Background: an optimization exercise with open tools, aiming at small area, a short achievable clock period and few clock cycles. Do not read the settings as production practice. At most, simulation tests tie the RTL to the original design; equivalence was not proved. No activity file was given, so power comes from the tool's default toggle rates.

==> flow/design.v <==
module GCD(
	input clk,
	input rst,
	input start,
	input [7:0] A,
	input [7:0] B,
	output [7:0] gcd_result,
	output ready
);
reg [5:0] a_h;
reg [5:0] b_h;
reg       a0;
reg [2:0] k;
reg       busy;
function [2:0] ctz8(input [7:0] v);
	casez (v)
		8'b???????1: ctz8 = 3'd0;
		8'b??????10: ctz8 = 3'd1;
		8'b?????100: ctz8 = 3'd2;
		8'b????1000: ctz8 = 3'd3;
		8'b???10000: ctz8 = 3'd4;
		8'b??100000: ctz8 = 3'd5;
		8'b?1000000: ctz8 = 3'd6;
		default:     ctz8 = 3'd7;
	endcase
endfunction
function [5:0] oddhi(input [7:0] v);
	reg [7:0] x;
	reg [7:0] sh;
	begin
		x = v ^ {8{v[7]}};
		sh = x >> ctz8(v);
		oddhi = sh[6:1];
	end
endfunction
wire       za = (A == 8'd0);
wire       zb = (B == 8'd0);
wire [5:0] ha = oddhi(A);
wire [5:0] hb = oddhi(B);
wire [5:0] a_init = za ? hb : ha;
wire [5:0] b_init = zb ? ha : hb;
wire [2:0] k_init = ctz8(A | B);
wire       a0_init = ~(za & zb);
wire [6:0] d = {1'b0, a_h} - {1'b0, b_h};
wire       s = d[6];                  
wire [5:0] m = d[5:0] ^ {6{s}};
wire [5:0] u = a_h ^ b_h;
function [2:0] ctz6(input [5:0] v);
	casez (v)
		6'b?????1: ctz6 = 3'd0;
		6'b????10: ctz6 = 3'd1;
		6'b???100: ctz6 = 3'd2;
		6'b??1000: ctz6 = 3'd3;
		6'b?10000: ctz6 = 3'd4;
		default:   ctz6 = 3'd5;
	endcase
endfunction
wire [5:0] b_step = m >> (ctz6(u) + 3'd1);
wire [5:0] a_step = s ? a_h : b_h;
wire eq = (u == 6'd0);
always @(posedge clk) begin
	if (start) begin
		a_h <= a_init;
		b_h <= b_init;
		k   <= k_init;
		a0  <= a0_init;
	end else begin
		a_h <= a_step;
		b_h <= b_step;
	end
end
always @(posedge clk) begin
	if (rst)
		busy <= 1'b0;
	else if (start)
		busy <= 1'b1;
	else if (eq)
		busy <= 1'b0;
end
assign ready = busy & eq;
assign gcd_result = {a_h, a0} << k;
endmodule
clock: 4.0 ns
lec_check: 0
cap_margin: 20
core_margin: 2
core_utilization: 40
slew_margin: 20
run.sh (not shown) runs the stock make flow with config.mk's settings and CLKGATE_MAP_FILE= SYNTH_SCRIPT=/design/flow/synth_recipe.tcl, a recipe that flattens the netlist after the stock synthesis.
Testbench counts at the start, summed over its fixed seeds: cycles 43,530.
Then changed:
--- a/flow/design.v
+++ b/flow/design.v
@@ -56,9 +56,9 @@
 	endcase
 endfunction
 wire [5:0] b_step = m >> (ctz6(u) + 3'd1);
 wire [5:0] a_step = s ? a_h : b_h;
-wire eq = (u == 6'd0);
+wire eq = (u == 6'd0) | (a_h == 6'd0) | (b_h == 6'd0);    
 always @(posedge clk) begin
 	if (start) begin
 		a_h <= a_init;
 		b_h <= b_init;
@@ -77,6 +77,6 @@
 	else if (eq)
 		busy <= 1'b0;
 end
 assign ready = busy & eq;
-assign gcd_result = {a_h, a0} << k;
+assign gcd_result = {a_h & b_h, a0} << k;
 endmodule
Result: Clock-buffer cell count climbs by 1; design area climbs by 2.6%; total power climbs by 4.4%; global-route usage drops by 0.96 points; first-iteration DRC count stays the same; routed wire length drops by 4.9%; final cell count climbs by 2.5%; fmax climbs by 1.6%; worst setup slack improves by 0.049 ns.
No functional check of the RTL was part of the second run of this note.

* * *

GCD, a different RTL version from the one above (not shown whole).
Size in the first run: about 17 flip-flops, about 28 I/O pins, about 2200 um2 of cells after synthesis.
==> module GCD, before the edit <==
module GCD(
	input clk,
	input rst,
	input start,
	input [7:0] A,
	input [7:0] B,
	output [7:0] gcd_result,
	output ready
);
reg [5:0] a_h;
reg [5:0] b_h;
reg [2:0] k;
reg       a0;     
reg       busy;
function [7:0] lowbit8(input [7:0] v);
	reg seen;
	integer i;
	begin
		seen = 1'b0;
		for (i = 0; i < 8; i = i + 1) begin
			lowbit8[i] = v[i] & ~seen;
			seen = seen | v[i];
		end
	end
endfunction
function [5:0] oddhi(input [7:0] v);
	reg [7:0] x;
	reg [7:0] p;
	integer   i, t;
	begin
		x = v ^ {8{v[7]}};
		p = lowbit8(v);
		for (i = 0; i < 6; i = i + 1) begin
			oddhi[i] = 1'b0;
			for (t = 0; t + i + 1 < 7; t = t + 1)
				oddhi[i] = oddhi[i] | (p[t] & x[i + 1 + t]);
		end
	end
endfunction
function [2:0] enc8(input [7:0] p);    
	enc8 = {p[4] | p[5] | p[6] | p[7], p[2] | p[3] | p[6] | p[7], p[1] | p[3] | p[5] | p[7]};
endfunction
wire       za = (A == 8'd0);
wire       zb = (B == 8'd0);
wire [5:0] ha = oddhi(A);
wire [5:0] hb = oddhi(B);
function [2:0] ctz6(input [5:0] v);
	casez (v)
		6'b?????1: ctz6 = 3'd0;
		6'b????10: ctz6 = 3'd1;
		6'b???100: ctz6 = 3'd2;
		6'b??1000: ctz6 = 3'd3;
		6'b?10000: ctz6 = 3'd4;
		default:   ctz6 = 3'd5;
	endcase
endfunction
wire [6:0] d = {1'b0, a_h} - {1'b0, b_h};
wire       s = d[6];                  
wire [5:0] m = d[5:0] ^ {6{s}};
wire [5:0] u = a_h ^ b_h;
wire [5:0] b_step = m >> (ctz6(u) + 3'd1);
wire [5:0] a_step = s ? a_h : b_h;
wire done = (u == 6'd0) | (a_h == 6'd0) | (b_h == 6'd0);
always @(posedge clk) begin
	if (start) begin
		a_h <= za ? hb : ha;
		b_h <= zb ? ha : hb;
		k   <= enc8(lowbit8(A | B));
	end else begin
		a_h <= a_step;
		b_h <= b_step;
	end
	a0 <= ~(start & za & zb);
end
always @(posedge clk) begin
	if (rst)
		busy <= 1'b0;
	else if (start)
		busy <= 1'b1;
	else if (done)
		busy <= 1'b0;
end
assign ready = busy & done;
wire [6:0] g = {a_h & b_h, a0};
wire [7:0] kd = 8'd1 << k;
reg  [7:0] res;
integer i, j;
always @* begin
	for (i = 0; i < 8; i = i + 1) begin
		res[i] = 1'b0;
		for (j = 0; j <= i && j < 8; j = j + 1)
			if (i - j < 7) res[i] = res[i] | (kd[j] & g[i - j]);
	end
end
assign gcd_result = res;
endmodule
clock: 4.0 ns
lec_check: 0
abc_area: 1
cap_margin: 20
core_margin: 2
core_utilization: 40
slew_margin: 20
standard.sh (not shown) runs the stock make flow with config.mk's settings and CLKGATE_MAP_FILE= SYNTH_SCRIPT=/design/flow/synth_recipe.tcl, a recipe that flattens the netlist after the stock synthesis.
==> flow/flow/run.sh <==
#!/bin/bash
set -euo pipefail
bash standard.sh 'BUFFER_PORTS_ARGS=-buffer_cell sky130_fd_sc_hd__buf_2' ADDER_MAP_FILE= \
  finish > standard_flow.log 2>&1
Testbench counts at the start, summed over its fixed seeds: cycles 32,500.
Next try:
--- a/flow/design.v
+++ b/flow/design.v
@@ -9,7 +9,7 @@
 );
 reg [5:0] a_h;
 reg [5:0] b_h;
-reg [2:0] k;
+reg [7:0] kh;    
 reg       a0;     
 reg       busy;
 function [7:0] lowbit8(input [7:0] v);
@@ -37,9 +37,6 @@
 		end
 	end
 endfunction
-function [2:0] enc8(input [7:0] p);    
-	enc8 = {p[4] | p[5] | p[6] | p[7], p[2] | p[3] | p[6] | p[7], p[1] | p[3] | p[5] | p[7]};
-endfunction
 wire       za = (A == 8'd0);
 wire       zb = (B == 8'd0);
 wire [5:0] ha = oddhi(A);
@@ -65,7 +62,7 @@
 	if (start) begin
 		a_h <= za ? hb : ha;
 		b_h <= zb ? ha : hb;
-		k   <= enc8(lowbit8(A | B));
+		kh  <= lowbit8(A | B);
 	end else begin
 		a_h <= a_step;
 		b_h <= b_step;
@@ -82,7 +79,7 @@
 end
 assign ready = busy & done;
 wire [6:0] g = {a_h & b_h, a0};
-wire [7:0] kd = 8'd1 << k;
+wire [7:0] kd = kh;
 reg  [7:0] res;
 integer i, j;
 always @* begin
Effect:
- die area increases by 6.7%
- wire length rose by 1.7%
- design area rose by about 6.6%
- count of clock-buffer cells in the layout does not change
- core utilization fell by 0.41 points
- sequential power increases by about 17%
No functional check of the RTL was part of the second run of this note.

* * *

run 1:
GCD, a different RTL version from the one above (not shown whole).
Size in the first run: ~28 I/O pins.
==> module GCD, before the edit <==
module GCD(
	input clk,
	input rst,
	input start,
	input [7:0] A,
	input [7:0] B,
	output [7:0] gcd_result,
	output ready
);
reg [5:0] a_h;
reg [5:0] b_h;
reg [7:0] kh;     
reg       zf;     
reg       busy;
reg       rdy;
reg [7:0] res;
function [7:0] lowbit8(input [7:0] v);
	reg seen;
	integer i;
	begin
		seen = 1'b0;
		for (i = 0; i < 8; i = i + 1) begin
			lowbit8[i] = v[i] & ~seen;
			seen = seen | v[i];
		end
	end
endfunction
function [5:0] oddhi(input [7:0] v);
	reg [7:0] x;
	reg [7:0] p;
	integer   i, t;
	begin
		x = v ^ {8{v[7]}};
		p = lowbit8(v);
		for (i = 0; i < 6; i = i + 1) begin
			oddhi[i] = 1'b0;
			for (t = 0; t + i + 1 < 7; t = t + 1)
				oddhi[i] = oddhi[i] | (p[t] & x[i + 1 + t]);
		end
	end
endfunction
wire       za = (A == 8'd0);
wire       zb = (B == 8'd0);
wire [5:0] ha = oddhi(A);
wire [5:0] hb = oddhi(B);
function [2:0] ctz6(input [5:0] v);
	casez (v)
		6'b?????1: ctz6 = 3'd0;
		6'b????10: ctz6 = 3'd1;
		6'b???100: ctz6 = 3'd2;
		6'b??1000: ctz6 = 3'd3;
		6'b?10000: ctz6 = 3'd4;
		default:   ctz6 = 3'd5;
	endcase
endfunction
wire [6:0] d = {1'b0, a_h} - {1'b0, b_h};
wire       s = d[6];                  
wire [5:0] m = d[5:0] ^ {6{s}};
wire [5:0] u = a_h ^ b_h;
wire       eq = (u == 6'd0);          
reg  [5:0] above;                     
integer q;
always @* begin
	above[0] = 1'b0;
	for (q = 1; q < 6; q = q + 1) above[q] = above[q - 1] | u[q - 1];
end
wire one_next = ~|(m & above);
wire one_now  = (a_h == 6'd0) | (b_h == 6'd0);
wire found = eq | one_now | one_next;
wire [5:0] b_step = m >> (ctz6(u) + 3'd1);
wire [5:0] a_step = s ? a_h : b_h;
wire [6:0] g = {(a_h & {6{eq}}) | ((a_h | b_h) & {6{zf}}), 1'b1};
reg  [7:0] res_step;
integer i, j;
always @* begin
	for (i = 0; i < 8; i = i + 1) begin
		res_step[i] = 1'b0;
		for (j = 0; j <= i && j < 8; j = j + 1)
			if (i - j < 7) res_step[i] = res_step[i] | (kh[j] & g[i - j]);
	end
end
always @(posedge clk) begin
	if (start) begin
		a_h <= ha;
		b_h <= hb;
		kh  <= lowbit8(A | B);
	end else begin
		a_h <= a_step;
		b_h <= b_step;
	end
	res <= res_step;
	zf  <= start & (za | zb);
end
always @(posedge clk) begin
	if (rst) begin
		busy <= 1'b0;
		rdy  <= 1'b0;
	end else if (start) begin
		busy <= 1'b1;
		rdy  <= 1'b0;
	end else begin
		busy <= busy & ~found;
		rdy  <= busy & found;
	end
end
assign ready = rdy;
assign gcd_result = res;
endmodule
==> flow/config.mk <==
export PLATFORM = sky130hd
export DESIGN_NAME = GCD
export DESIGN_NICKNAME = GCD
export VERILOG_FILES = /design/flow/design.v
export SDC_FILE = /design/flow/constraint.sdc
export NUM_CORES = 4
export LEC_CHECK = 0
export ABC_AREA = 1
export CAP_MARGIN = 20
export CORE_MARGIN = 2
export CORE_UTILIZATION = 40
export SLEW_MARGIN = 20
==> flow/constraint.sdc <==
create_clock -name core_clock -period 4.0 [get_ports {clk}]
set_input_delay 0.8000 -clock core_clock [delete_from_list [all_inputs] [get_ports {clk}]]
set_output_delay 0.8000 -clock core_clock [all_outputs]
set_load 0.01 [all_outputs]
Scripts as last shown in full above: flow/flow/run.sh
Testbench counts of run 1, summed over its fixed seeds: cycles 34,956.
The following lists how run 2 was set up differently from run 1:
==> flow/design.v <==
module GCD(
	input clk,
	input rst,
	input start,
	input [7:0] A,
	input [7:0] B,
	output [7:0] gcd_result,
	output ready
);
reg [5:0] a_h;
reg [5:0] b_h;
reg       zf;     
reg       busy;
reg       rdy;
reg [7:0] res;
function [7:0] lowbit8(input [7:0] v);
	reg seen;
	integer i;
	begin
		seen = 1'b0;
		for (i = 0; i < 8; i = i + 1) begin
			lowbit8[i] = v[i] & ~seen;
			seen = seen | v[i];
		end
	end
endfunction
function [5:0] oddhi(input [7:0] v);
	reg [7:0] x;
	reg [7:0] p;
	integer   i, t;
	begin
		x = v ^ {8{v[7]}};
		p = lowbit8(v);
		for (i = 0; i < 6; i = i + 1) begin
			oddhi[i] = 1'b0;
			for (t = 0; t + i + 1 < 7; t = t + 1)
				oddhi[i] = oddhi[i] | (p[t] & x[i + 1 + t]);
		end
	end
endfunction
wire za = (A == 8'd0);
wire zb = (B == 8'd0);
function [2:0] ctz6(input [5:0] v);
	casez (v)
		6'b?????1: ctz6 = 3'd0;
		6'b????10: ctz6 = 3'd1;
		6'b???100: ctz6 = 3'd2;
		6'b??1000: ctz6 = 3'd3;
		6'b?10000: ctz6 = 3'd4;
		default:   ctz6 = 3'd5;
	endcase
endfunction
wire [6:0] d = {1'b0, a_h} - {1'b0, b_h};
wire       s = d[6];                  
wire [5:0] m = d[5:0] ^ {6{s}};
wire [5:0] u = a_h ^ b_h;
wire       eq = (u == 6'd0);          
reg  [5:0] above;                     
integer q;
always @* begin
	above[0] = 1'b0;
	for (q = 1; q < 6; q = q + 1) above[q] = above[q - 1] | u[q - 1];
end
wire one_next = ~|(m & above);
wire one_now  = (a_h == 6'd0) | (b_h == 6'd0);
wire found = eq | one_now | one_next;
wire [5:0] b_step = m >> (ctz6(u) + 3'd1);
wire [5:0] a_step = s ? a_h : b_h;
wire [6:0] g = {a_h | b_h, 1'b1};
reg  [7:0] res_shift;
integer i, j;
always @* begin
	for (i = 0; i < 8; i = i + 1) begin
		res_shift[i] = 1'b0;
		for (j = 0; j <= i; j = j + 1)
			if (i - j < 7) res_shift[i] = res_shift[i] | (res[j] & g[i - j]);
	end
end
always @(posedge clk) begin
	if (start) begin
		a_h <= oddhi(A);
		b_h <= oddhi(B);
		res <= lowbit8(A | B);
	end else begin
		a_h <= a_step;
		b_h <= b_step;
		if (busy & (eq | zf))
			res <= res_shift;
	end
	zf <= start & (za | zb);
end
always @(posedge clk) begin
	if (rst) begin
		busy <= 1'b0;
		rdy  <= 1'b0;
	end else if (start) begin
		busy <= 1'b1;
		rdy  <= 1'b0;
	end else begin
		busy <= busy & ~found;
		rdy  <= busy & found;
	end
end
assign ready = rdy;
assign gcd_result = res;
endmodule
### Flow results
- Compare run 2 and run 1 | total power higher: run 1
- Compared with run 1, run 2 shows a higher share of cell area taken by multi-input logic gates.
- Comparing run 2 and run 1, setup slack is lower on run 2.
- Run 2 vs. run 1: synthesized cell count went down, cell area went down, post-route fraction of the period consumed by the critical path went up.
- In the flow results for run 2 and run 1, the total length of routed met2 wires is larger on run 2.
- Cmp run 2 and run 1 / met3 usage in global routing / higher: run 1
- Of run 2 and run 1, the run reporting the lower number of distinct library cell variants in the gate-level netlist after synthesis was run 2.
- Run comparison: run 2 first element of the critical path B[0]; run 1 first element of the critical path start
- sky130_fd_sc_hd__o41ai_1 as the cell with the largest stage delay on the worst path was reported by run 2, and sky130_fd_sc_hd__a2111oi_0 by run 1.
Testbench counts of run 2, summed over its fixed seeds: cycles 34,956.

## separate check: timing with driven ports
The flow's constraints put no driver on any port. The routed layouts listed below were extracted and timed again, unchanged, in two steps.
Step 1 sets driving cells, clkbuf_16 on the clock port and buf_2 on the other inputs (assumed; they add their load-dependent delay and slew).
Step 2 moves the port delays by t, midway between the first and last clock arrival at a register: inputs arrive t later, outputs are due t later. That takes back most of the time a late clock gives input paths.
Slacks: ideal / step 1 / step 2; pairs: ideal / step 1.
| run | t, ns | setup WS [ns] | latest minus earliest clock arrival (ns) | slew at the worst register clock pin (ns) | worst data-port slew with drivers (ns) |
|---|---|---|---|---|---|
| the first run of note 1 | 0.284 | 0.901 / 0.903 / 0.619 | 0.003 / 0.004 | 0.07 / 0.07 | 0.03 |
| the second run of note 1 | 0.267 | 0.950 / 0.927 / 0.688 | 0.006 / 0.006 | 0.07 / 0.07 | 0.03 |
| the first run of note 2 | 0.280 | 1.371 / 1.343 / 1.581 | 0.002 / 0.003 | 0.07 / 0.07 | 0.03 |
| the second run of note 2 | 0.273 | 1.411 / 1.385 / 1.509 | 0.005 / 0.006 | 0.07 / 0.07 | 0.03 |
| run 1 | 0.305 | 2.019 / 2.025 / 1.720 | 0.008 / 0.008 | 0.07 / 0.07 | 0.03 |
| run 2 | 0.287 | 1.824 / 1.831 / 1.544 | 0.003 / 0.003 | 0.08 / 0.08 | 0.03 |
After both steps every run listed still meets setup and hold. For run 1, which loses most, drivers alone change the setup slack by +0.006 ns; drivers and shift together by -0.299 ns.
